Background: an optimization exercise with open tools, aiming at small area. Do not read the settings as production practice. Only the layout flow was run in this run; the RTL was not checked for function there. No activity file was given, so power comes from the tool's default toggle rates.

$ cat design/flow/design.v
module processor(
    input clk, reset,
    output [31:0] pc,
    input [31:0] instruction,
    output write_enable,
    output [31:0] address_to_mem, data_to_mem,
    input [31:0] data_from_mem
);
    wire branch_blt, branch_beq, branch_jal, branch_jalr, reg_write, mem_to_reg, mem_write, alu_src;
    wire [2:0] alu_control;
    wire [2:0] imm_control;
    wire [31:0] PCPLus4, ALUOut;
    wire BranchJalx = branch_jal | branch_jalr;
    wire [31:0] BranchTarget;
    wire lt, Zero;
    wire MuxPCSelect = (branch_blt & lt) | (branch_beq & Zero) | BranchJalx;
    wire [31:0] WD3;
    wire [31:0] PCNext;
    wire [31:0] SrcA, rd2;
    wire [31:0] ImmOp;
    wire [31:0] SrcB;
    control_unit ctrl(
        instruction, 
        branch_blt, branch_beq, branch_jal, branch_jalr, 
        reg_write, mem_to_reg, mem_write, alu_src, 
        alu_control, imm_control
    );
    ALU AlUModule(alu_control, SrcA, SrcB, lt, Zero, ALUOut);
    registers Regs(
        instruction[19:15], instruction[24:20], instruction[11:7],
        WD3, reg_write, reset, clk, SrcA, rd2
    );
    ImmDecoder immdec(instruction[31:7], imm_control, ImmOp);
    PC MyPC(PCNext, pc, clk, reset); 
    Plus4 alu4(pc, PCPLus4);
    assign SrcB = (alu_src) ? ImmOp : rd2;
    assign address_to_mem = ALUOut;
    assign data_to_mem = rd2;
    assign write_enable = mem_write;
    assign WD3 = (mem_to_reg) ? data_from_mem 
                            : (BranchJalx ? PCPLus4 : ALUOut);
    assign BranchTarget = (branch_jalr) ? ALUOut : (pc + ImmOp);
    assign PCNext = (MuxPCSelect) ? BranchTarget : reset ? 0 : PCPLus4;
endmodule
module Plus4(input [31:0] pcin, output [31:0] out);
    assign out = pcin + 4;
endmodule    
module control_unit(
        input [31:0] inst,
        output reg branch_blt, branch_beq, branch_jal, branch_jalr,
        output reg reg_write, mem_to_reg, mem_write, alu_src,
        output reg [2:0] alu_control,
        output reg [2:0] imm_control
    );
    localparam OPCODE_RTYPE   = 7'b0110011;
    localparam OPCODE_ITYPE   = 7'b0010011;
    localparam OPCODE_LOAD    = 7'b0000011;
    localparam OPCODE_STORE   = 7'b0100011;
    localparam OPCODE_BRANCH  = 7'b1100011;
    localparam OPCODE_LUI     = 7'b0110111;
    localparam OPCODE_JAL     = 7'b1101111;
    localparam OPCODE_JALR    = 7'b1100111;
    localparam OPCODE_EXP     = 7'b0001011; 
    localparam ALU_AND       = 3'b000;
    localparam ALU_SRL       = 3'b001;
    localparam ALU_ADD       = 3'b010;
    localparam ALU_SUB       = 3'b011;
    localparam ALU_EXPONENT  = 3'b100;
    localparam ALU_LUI       = 3'b101;
    localparam ALU_ETD       = 3'b111;
    always @(*) begin
        branch_blt   = 0;
        branch_beq   = 0;
        branch_jal   = 0;
        branch_jalr  = 0;
        reg_write    = 0;
        mem_to_reg   = 0;
        mem_write    = 0;
        alu_src      = 0;
        alu_control  = ALU_ADD;  
        imm_control  = 3'b000;   
        case (inst[6:0])
            OPCODE_RTYPE: begin  
                reg_write = 1;
                case ({inst[31:25], inst[14:12]})
                    {7'b0000000, 3'b000}: alu_control = ALU_ADD;  
                    {7'b0100000, 3'b000}: alu_control = ALU_SUB;  
                    {7'b0000000, 3'b111}: alu_control = ALU_AND;  
                    {7'b0000000, 3'b101}: alu_control = ALU_SRL;  
                    {7'b0000000, 3'b110}: alu_control = ALU_ETD;  
                endcase
            end
            OPCODE_ITYPE: begin  
                reg_write   = 1;
                alu_src     = 1;
                imm_control = 3'b001;  
                case (inst[14:12])
                    3'b000: alu_control = ALU_ADD;  
                endcase
            end
            OPCODE_LOAD: begin  
                if (inst[14:12] == 3'b010) begin  
                    reg_write   = 1;
                    mem_to_reg  = 1;
                    alu_src     = 1;
                    imm_control = 3'b001;  
                end
            end
            OPCODE_STORE: begin  
                if (inst[14:12] == 3'b010) begin  
                    mem_write   = 1;
                    alu_src     = 1;
                    imm_control = 3'b010;  
                end
            end
            OPCODE_BRANCH: begin  
                imm_control = 3'b011;  
                alu_control = ALU_SUB;  
                case (inst[14:12])
                    3'b000: branch_beq = 1;  
                    3'b100: branch_blt = 1;  
                    default: ;
                endcase
            end
            OPCODE_LUI: begin  
                reg_write   = 1;
                alu_src     = 1;
                imm_control = 3'b100;  
                alu_control = ALU_LUI;  
            end
            OPCODE_JAL: begin  
                branch_jal  = 1;
                reg_write   = 1;
                imm_control = 3'b101;  
            end
            OPCODE_JALR: begin  
                branch_jalr = 1;
                reg_write   = 1;
                alu_src     = 1;
                imm_control = 3'b001;  
            end
            OPCODE_EXP: begin  
                if (inst[14:12] == 3'b000 && inst[31:25] == 7'b0000000) begin
                    reg_write   = 1;
                    alu_control = ALU_EXPONENT;  
                end
            end
        endcase
    end
endmodule
module registers(
        input [4:0] a1, a2, a3,
        input [31:0] wd3,
        input we, reset, clk,
        output reg [31:0] rd1, rd2
    );
    integer i;
    reg [31:0] data [31:0];
    always @(*) begin
        rd1 = data[a1];
        rd2 = data[a2];
    end
    always @(posedge clk or posedge reset) begin
        if (reset) begin
            for(i = 0; i < 32; i = i + 1)
                data[i] <= 0;
        end else begin
            if (we == 1 && a3 != 0) begin
                data[a3] <= wd3;
            end
        end
    end
endmodule
module ALU (
        input [2:0] ALUControl,  
        input [31:0] SrcA, SrcB,
        output reg lt, Zero,
        output reg [31:0] ALUOut
    );
    integer i;
    always @(*) begin
        Zero = 0;
        lt = 0;
        case (ALUControl)
            3'b000: ALUOut = SrcA & SrcB;             
            3'b001: ALUOut = SrcA >> SrcB;            
            3'b010: ALUOut = SrcA + SrcB;             
            3'b011: ALUOut = SrcA - SrcB;             
            3'b100: ALUOut = $signed (SrcA[30:23]) - 127;
            default: ALUOut = SrcB;  
        endcase
        Zero = (ALUOut == 0);
        lt = ($signed(SrcA) < $signed(SrcB));
    end
endmodule
module ImmDecoder(
        input [31:7] inst,
        input [2:0] imm_control,
        output reg [31:0] ImmOp
    );
    always @(*) begin
        ImmOp = 0;
        case (imm_control)
            3'b000: ImmOp = 0; 
            3'b001: begin  
                ImmOp[11:0] = inst[31:20];
                ImmOp[31:12] = {20{inst[31]}};
            end
            3'b010: begin  
                ImmOp[11:5] = inst[31:25];
                ImmOp[4:0] = inst[11:7];
                ImmOp[31:12] = {20{inst[31]}};
            end
            3'b011: begin  
                ImmOp[31:13] = {19{inst[31]}};
                ImmOp[12]    = inst[31];
                ImmOp[11]    = inst[7];
                ImmOp[10:5]  = inst[30:25];
                ImmOp[4:1]   = inst[11:8];
                ImmOp[0]     = 0; 
            end
            3'b100: begin  
                ImmOp[31:12] = inst[31:12];
                ImmOp[11:0] = 12'b0;
            end
            3'b101: begin  
                ImmOp[31:21] = {11{inst[31]}};
                ImmOp[20]    = inst[31];
                ImmOp[19:12] = inst[19:12];
                ImmOp[11]    = inst[20];
                ImmOp[10:1]  = inst[30:21];
                ImmOp[0]     = 0; 
            end
            default: ImmOp = 0;
        endcase
    end
endmodule
module PC(input [31:0] PCnext, output [31:0] out, input clk, reset );
    reg [31:0] data;
    assign out = data;
    always @(posedge clk or posedge reset) begin
        if (reset)
            data <= 0;
        else
            data <= PCnext;
    end
endmodule
$ cat design/flow/run.sh
#!/bin/bash
# synth_recipe.tcl (not shown) runs the flow's synth.tcl, then flattens the netlist and writes it again
# the make line also repeats each setting of config.mk as NAME=value (left out here)
make -C /OpenROAD-flow-scripts/flow DESIGN_CONFIG=/design/flow/config.mk WORK_HOME=/design/flow/orfs CLKGATE_MAP_FILE= SYNTH_SCRIPT=/design/flow/synth_recipe.tcl finish
$ cat design/flow/config.mk
export PLATFORM = sky130hd
export DESIGN_NAME = processor
export DESIGN_NICKNAME = processor
export VERILOG_FILES = /design/flow/design.v
export SDC_FILE = /design/flow/constraint.sdc
export NUM_CORES = 8
export LEC_CHECK = 0
export CAP_MARGIN = 20
export CORE_MARGIN = 2
export CORE_UTILIZATION = 35
export SETUP_SLACK_MARGIN = 0.4
export SLEW_MARGIN = 20
$ cat design/flow/constraint.sdc
create_clock -name core_clock -period 12.0 [get_ports {clk}]
set_input_delay 2.4000 -clock core_clock [delete_from_list [all_inputs] [get_ports {clk}]]
set_output_delay 2.4000 -clock core_clock [all_outputs]
set_load 0.01 [all_outputs]
==> out/metrics.csv <==
stage;metric;value;unit
route;drt_iter0_drc;12600;
final_layout;area_growth;18.7;%
die;dieHeight;430;microns
pwr;ir_drop;0.000152;V
synthesis;syn_nets;7906;
critical_path;path_class;in2out;
worst_hold_path;hp-class;reg2reg;
timing;finalCritPeriodShare;97.4;%
synthesis;yosys.area.top_type;dfrtp_1;
synthesis;synth_top_cell_area_share;41.5;%
clocking;clk_latency;0.85;ns
placed_design;pre_cts_slack;-0.0842;ns
critical_path;setup.worst_path.start_class;input pin;
route;drc;0;
clocking;cts-root-buf;clkbuf_16;
final_layout;seqCellArea;26400;sq um
clocking;cts_tree;yes;
synthesis;synth_flop_cell;dfrtp_1;
clocking;cts_made_buffers;118;
timing;final.setup_skew;0.0919;ns
placed_design;io_buffers;162;
route;vias;71000;
timing;post-route-min-period;11.68;ns
synthesis;syn_avg_cell_area;8.22;sq um
clocking;postCtsHoldBufs;0;
timing;slew_violations;0;
final_layout;multi_input_area;34500;sq um
pwr;leakage;0.0337;uW
clocking;clk_pin_slew;0.07;ns
critical_path;arrival;9.28;ns
status;status;complete, no violations;
timing;finalHoldViolCount;0;
route;ant_nets;0;
route;dr.pass1.iters;9;
placed_design;place_congestion;1.09;
die;core;181000;sq um
critical_path;cp_num_buf_inv;4;
synthesis;synthTopCellsByArea;dfrtp_1, o21ai_0, nand2_1, nand3_1, a22oi_1;
final_layout;final_common_cell;nand2_1;
synthesis;yosysSeqAreaShare;41.5;%
route;wl;417000;microns
critical_path;worstPathCellList;buf_2 > buf_4 > nor3_1 > o21ai_1 > buf_4 > nand4_1 > or4_1 > o32a_1 > ha_1 > or3_1 > o211ai_1 > o221ai_1 > a31o_2 > o2111ai_2 > a31oi_2 > or2_2 > a31oi_1 > nand3_1 > a32oi_4 > clkdlybuf4s50_1;
die;io_pins;163;
timing;grt_setup_unrepaired;true;
grt;antenna_found_initial;44;
synthesis;synth-async-reset-ratio;100;%
critical_path;cpMostUsedCell;buf_4;
grt;grtUsageTotal;43.8;%
final_layout;nets;8064;
critical_path;max_stage_delay;0.98;ns
critical_path;critPathCaptureType;output port;
timing;setup_viol;0;
route;wl_per_cell;40.1;microns
timing;layout_setup_ws;0.318;ns
final_layout;drive_gt1_share;14.2;%
grt;grt_pass1_wl;564000;microns
die;start_util;35.2;%
synthesis;ys_types;108;
clocking;cts.sinks;1056;
critical_path;crit_slowest_cell;nor3_1;
clocking;cts.path.max_buffers;3;
final_layout;fin_util;41.8;%
flow_run;maxCapViolCount;0;
die;die_width;430;microns
synthesis;syn-cell-area;63600;sq um
critical_path;required;9.60;ns
grt;grt_start_max_net_pins;172;
synthesis;ys_ff_latch;1056;
critical_path;cp_top_family;compound AO/OA/AOI/OAI gates;
clocking;cts_max_level;3;
timing;tightestPinTransition;1.30;ns
final_layout;mostFrequentLayoutCells;nand2_1, o21ai_0, dfrtp_1, nand3_1, buf_4;
die;die_area;185000;sq um
route;viasPerCell;6.83;
pwr;powerDensity;116;nW/um^2
timing;max_slew_margin;13.5;%
synthesis;ys.warnings.count;6;
synthesis;postSynthCellCount;7740;
die;rows;156;
grt;grt_pass1_vias;66000;
synthesis;synth_edf_count;0;
timing;fmax;0.0856;GHz
placed_design;dp_hpwl;292000;microns
critical_path;path_max_fanout;19;
grt;grt-ovfl-total;0;
final_layout;num-fill-cells;18100;
==> state kept, by name, summed over array words and instances, names as in the netlist <==
name and count:
MyPC.data 32, Regs.data 1024
==> layer usage <==
layer	vias up	wire length [microns]	part of all wire [%]	track usage (%)
met3	1899	57900	14	17.4
met5	-	173	0.041	0
met1	34300	152000	36	53.4
met2	6156	165000	40	61.0
li1	28600	-	-	-
met4	26	42200	10	35.0
==> final timing paths <==
kind | start | end | slack (ns) | cells past startpoint
worst max-delay path | instruction[15] | address_to_mem[27] | 0.32 | 20
worst min-delay path | Regs.data[0][19] | Regs.data[0][19] | 0.41 | 0
worst max register to register | Regs.data[6][9] | MyPC.data[2] | 3.78 | 30
worst min register to register | Regs.data[0][19] | Regs.data[0][19] | 0.41 | 0
max in group asynchronous | reset | Regs.data[1][10] | 7.04 | 6
min in group asynchronous | reset | Regs.data[29][24] | 2.17 | 3
==> kinds of logic (layout without fill, tap and decap cells) <==
kind of cell	count (synthesis)	after routing	share of synthesized area (%)
DFF	1056	1056	41.5
adders and majority gates	100	100	2.00
muxes	113	113	2.04
buffers and inverters	865	1124	5.77
AOI/OAI and AO/OA	2222	2222	22.1
other	0	31	0
and+or+nand+nor	3289	3289	25.3
xor gates and xnor gates	95	95	1.31
==> final cells by class <==
type / instances / area share, %
Timing Repair Buffer: 803 / 9.13
Sequential cell: 1056 / 35.0
Tap cell: 2370 / 3.93
Inverter: 100 / 0.502
Antenna cell: 31 / 0.103
Clock buffer: 155 / 4.35
Multi-Input combinational cell: 5819 / 45.6
Clock inverter: 66 / 1.33
==> power breakdown <==
part	switching [uW]	internal [uW]
logic	737	249
clock network	1740	2350
registers	46.3	3600
total	2530	6190
==> stage by stage <==
step	instances	TNS [ns]	hold WS [ns]	total power [uW]	cell area (sq um)
after floorplan	7740	-5570.76	0.439	4120	63600
after global placement	10100	-0.0525	0.391	4630	70800
after detailed placement	10100	-0.113	0.389	4630	70800
after CTS	10400	0	0.404	8640	75200
after global routing	10400	0	0.414	8870	75400
final	10400	0	0.405	8720	75500
==> cells in the mapped netlist, types with 44 or more instances <==
master and n:
a2111oi_0 96, a211oi_1 45, a21oi_1 169, a22o_1 52
a22oi_1 314, a31oi_1 46, and3_1 347, buf_2 130
clkbuf_1 565, dfrtp_1 1056, ha_1 97, inv_1 94
mux2i_1 68, nand2_1 1209, nand3_1 742, nand4_1 236
nor2_1 333, nor3_1 70, o21ai_0 1115, xnor2_1 51
xor2_1 44
==> what timing repair did <==
item / CTS / global route
gates cloned: 0 / 0
setup endpoints to repair: 9 / 12
resized for setup: 12 / 48
buffers inserted: 3 / 1
pin swaps: 0 / 3

[separate check: timing with driven ports]
Ports are ideal in the flow. The routed layout listed here was re-timed in OpenROAD.
Step 1 sets driving cells, clkbuf_16 on the clock port and buf_2 on the other inputs (assumed; they add their load-dependent delay and slew).
Step 2 moves the port delays by t, midway between the first and last clock arrival at a register: inputs arrive t later, outputs are due t later. That takes back most of the time a late clock gives input paths.
a / b / c = ideal / step 1 / step 2; a / b = the first two.
t (ns): 0.888
setup slack, ns: 0.318 / 0.238 / 0.238
worst slew at a driven data input, ns: 0.13
After both steps setup and hold are still met in this run. For this run, drivers alone change the setup slack by -0.080 ns; drivers and shift together by -0.080 ns.
